From an optimization exercise on the open Yosys and OpenROAD flow, aimed at small area, a short achievable clock period and few clock cycles per item; shortcuts taken in it are not production practice.
Power figures rest on the tool's default switching activity, not on a simulated workload.

// mult8
module mult8(clk, nRST, c_ALL, m_busy, a_data, b_data, mult_out, m_finish);
Size in the first run: roughly 400 cells after synthesis, about 22 flip-flops, roughly 37 I/O pins.
clock: 5.0 ns
lec_check: 0
cap_margin: 20
core_margin: 2
core_utilization: 40
gpl_timing_driven: 0
place_density: 0.6
slew_margin: 20
standard.sh (not shown) runs the stock make flow with config.mk's settings and CLKGATE_MAP_FILE= SYNTH_SCRIPT=/design/flow/synth_recipe.tcl, a recipe that flattens the netlist after the stock synthesis.
==> flow/flow/run.sh <==
#!/bin/bash
# Own layout flow: the standard flow (standard.sh), with its synthesis
# script swapped for flow/synth.tcl, which sources the standard script
# synth_recipe.tcl but skips full-adder extraction and maps with flow/map.abc.
set -euo pipefail
work=$(pwd)
export MY_WORK_DIR=$work
export MY_FLOW_DIR=$work/flow
sed -e "s#SYNTH_SCRIPT=[^ ]*#SYNTH_SCRIPT=$work/flow/synth.tcl ADDER_MAP_FILE= BUFFER_PORTS_ARGS=\"-buffer_cell sky130_fd_sc_hd__buf_2\"#" standard.sh > own_standard.sh
bash own_standard.sh > own_flow.log 2>&1
==> flow/flow/map.abc <==
strash
dch
map -D 2000
topo
stime -c
buffer -c
upsize -c -D 2000
dnsize -c -D 2000
stime -c
==> flow/flow/synth.tcl <==
# Standard synthesis (synth_recipe.tcl, sourced unchanged) with two changes made
# from outside it: no full-adder extraction (ADDER_MAP_FILE is left empty on
# make's command line) and ABC mapped with a delay-driven script.
set my_abc_script $::env(MY_FLOW_DIR)/map.abc

proc abc {args} {
  set out {}
  set skip 0
  foreach a $args {
    if {$skip} { set skip 0; continue }
    if {$a eq "-script" || $a eq "-D"} { set skip 1; continue }
    lappend out $a
  }
  puts "abc override: -script $::my_abc_script"
  yosys abc -script $::my_abc_script {*}$out
}
source $::env(MY_WORK_DIR)/synth_recipe.tcl
Change:
--- a/flow/design.v
+++ b/flow/design.v
@@ -5,12 +5,13 @@
 input m_busy;
 input [7:0] a_data;
 input [7:0] b_data;
 output m_finish;
 reg m_finish;
 output [15:0] mult_out;
+reg [15:0] mult_out;
 wire pp_0_0;
 wire pp_0_1;
 wire pp_0_2;
 wire pp_0_3;
 wire pp_0_4;
 wire pp_0_5;
@@ -153,13 +154,13 @@
 wire s79;
 wire c80;
 wire s81;
 wire c82;
 wire s83;
 wire c84;
-wire [15:0] row_a, row_b;
+wire [15:0] row_a, row_b, prod;
 assign pp_0_0 = a_data[0] & b_data[0];
 assign pp_0_1 = a_data[0] & b_data[1];
 assign pp_0_2 = a_data[0] & b_data[2];
 assign pp_0_3 = a_data[0] & b_data[3];
 assign pp_0_4 = a_data[0] & b_data[4];
 assign pp_0_5 = a_data[0] & b_data[5];
@@ -304,35 +305,23 @@
 assign s81 = s59 ^ c40 ^ c58;
 assign c82 = (s59 & c40) | (c58 & (s59 ^ c40));
 assign s83 = pp_6_7 ^ pp_7_6 ^ c60;
 assign c84 = (pp_6_7 & pp_7_6) | (c60 & (pp_6_7 ^ pp_7_6));
 assign row_a = {1'b1, pp_7_7, s83, s81, s79, s77, s75, s73, s71, s69, s67, s65, s63, s61, pp_0_1, pp_0_0};
 assign row_b = {1'b0, c84, c82, c80, c78, c76, c74, c72, c70, c68, c66, c64, c62, pp_2_0, pp_1_0, 1'b0};
-wire [10:0] lo_sum;
-assign lo_sum[0:0] = row_a[0:0];
-assign lo_sum[10:1] = row_a[9:1] + row_b[9:1];
-reg [9:0] lo_q;
-reg lo_c;
-reg [4:0] hi_a;
-reg [4:0] hi_b;
+assign prod[0:0] = row_a[0:0];
+assign prod[15:1] = row_a[15:1] + row_b[15:1];
 always @(posedge clk or negedge nRST)
 begin
     if(nRST == 1'b0)
         m_finish <= 1'b0;
     else if(c_ALL == 1'b1)
         m_finish <= 1'b0;
     else if(m_busy == 1'b0)
         m_finish <= 1'b1;
 end
 always @(posedge clk)
 begin
     if(m_busy == 1'b0)
-    begin
-        lo_q <= lo_sum[9:0];
-        lo_c <= lo_sum[10];
-        hi_a <= {row_a[14], row_a[13], row_a[12], row_a[11], row_a[10]};
-        hi_b <= {row_b[14], row_b[13], row_b[12], row_b[11], row_b[10]};
-    end
+        mult_out <= prod;
 end
-assign mult_out[9:0] = lo_q;
-assign mult_out[15:10] = {1'b1, hi_a[4], hi_a[3], hi_a[2], hi_a[1], hi_a[0]} + {1'b0, hi_b[4], hi_b[3], hi_b[2], hi_b[1], hi_b[0]} + lo_c;
 endmodule
Outcome:
- total power went down by 1.7%
- sequential cell count came out lower by 5
- setup slack degrades by 0.25 ns
- sequential power goes down by 18%
- cell count climbs by 8.9%
- die area increases by 0.42%
- routed wire length goes up by 4.0%
No run of this note included a check of the RTL's function; only the layout flow was run.

## re-timing with driven ports
How much do the figures lean on ideal ports? The routed layouts below were timed once more, with nothing changed but the port constraints. Step 1: set_driving_cell puts a clkbuf_16 on clk and a buf_2 on each other input, an assumption about the parent block. Step 2 times the ports against the registers' clock, not the clock port: input delays grow and output delays shrink by t, the midpoint of the rising clock arrivals with the driver on. Slacks: ideal / step 1 / step 2; pairs: ideal / step 1.
run | shift t [ns] | setup slack, ns | worst hold slack (ns) | worst data-port slew with drivers (ns) | pins driven straight from the clock port
the first run | 0.287 | 1.555 / 1.561 / 1.273 | 0.492 / 0.495 / 0.495 | 0.04 | 1
the second run | 0.272 | 1.303 / 1.309 / 1.037 | 0.509 / 0.506 / 0.516 | 0.03 | 1
After both steps every run listed still meets setup and hold. For the first run, which loses most, drivers alone change the setup slack by +0.006 ns; drivers and shift together by -0.282 ns.
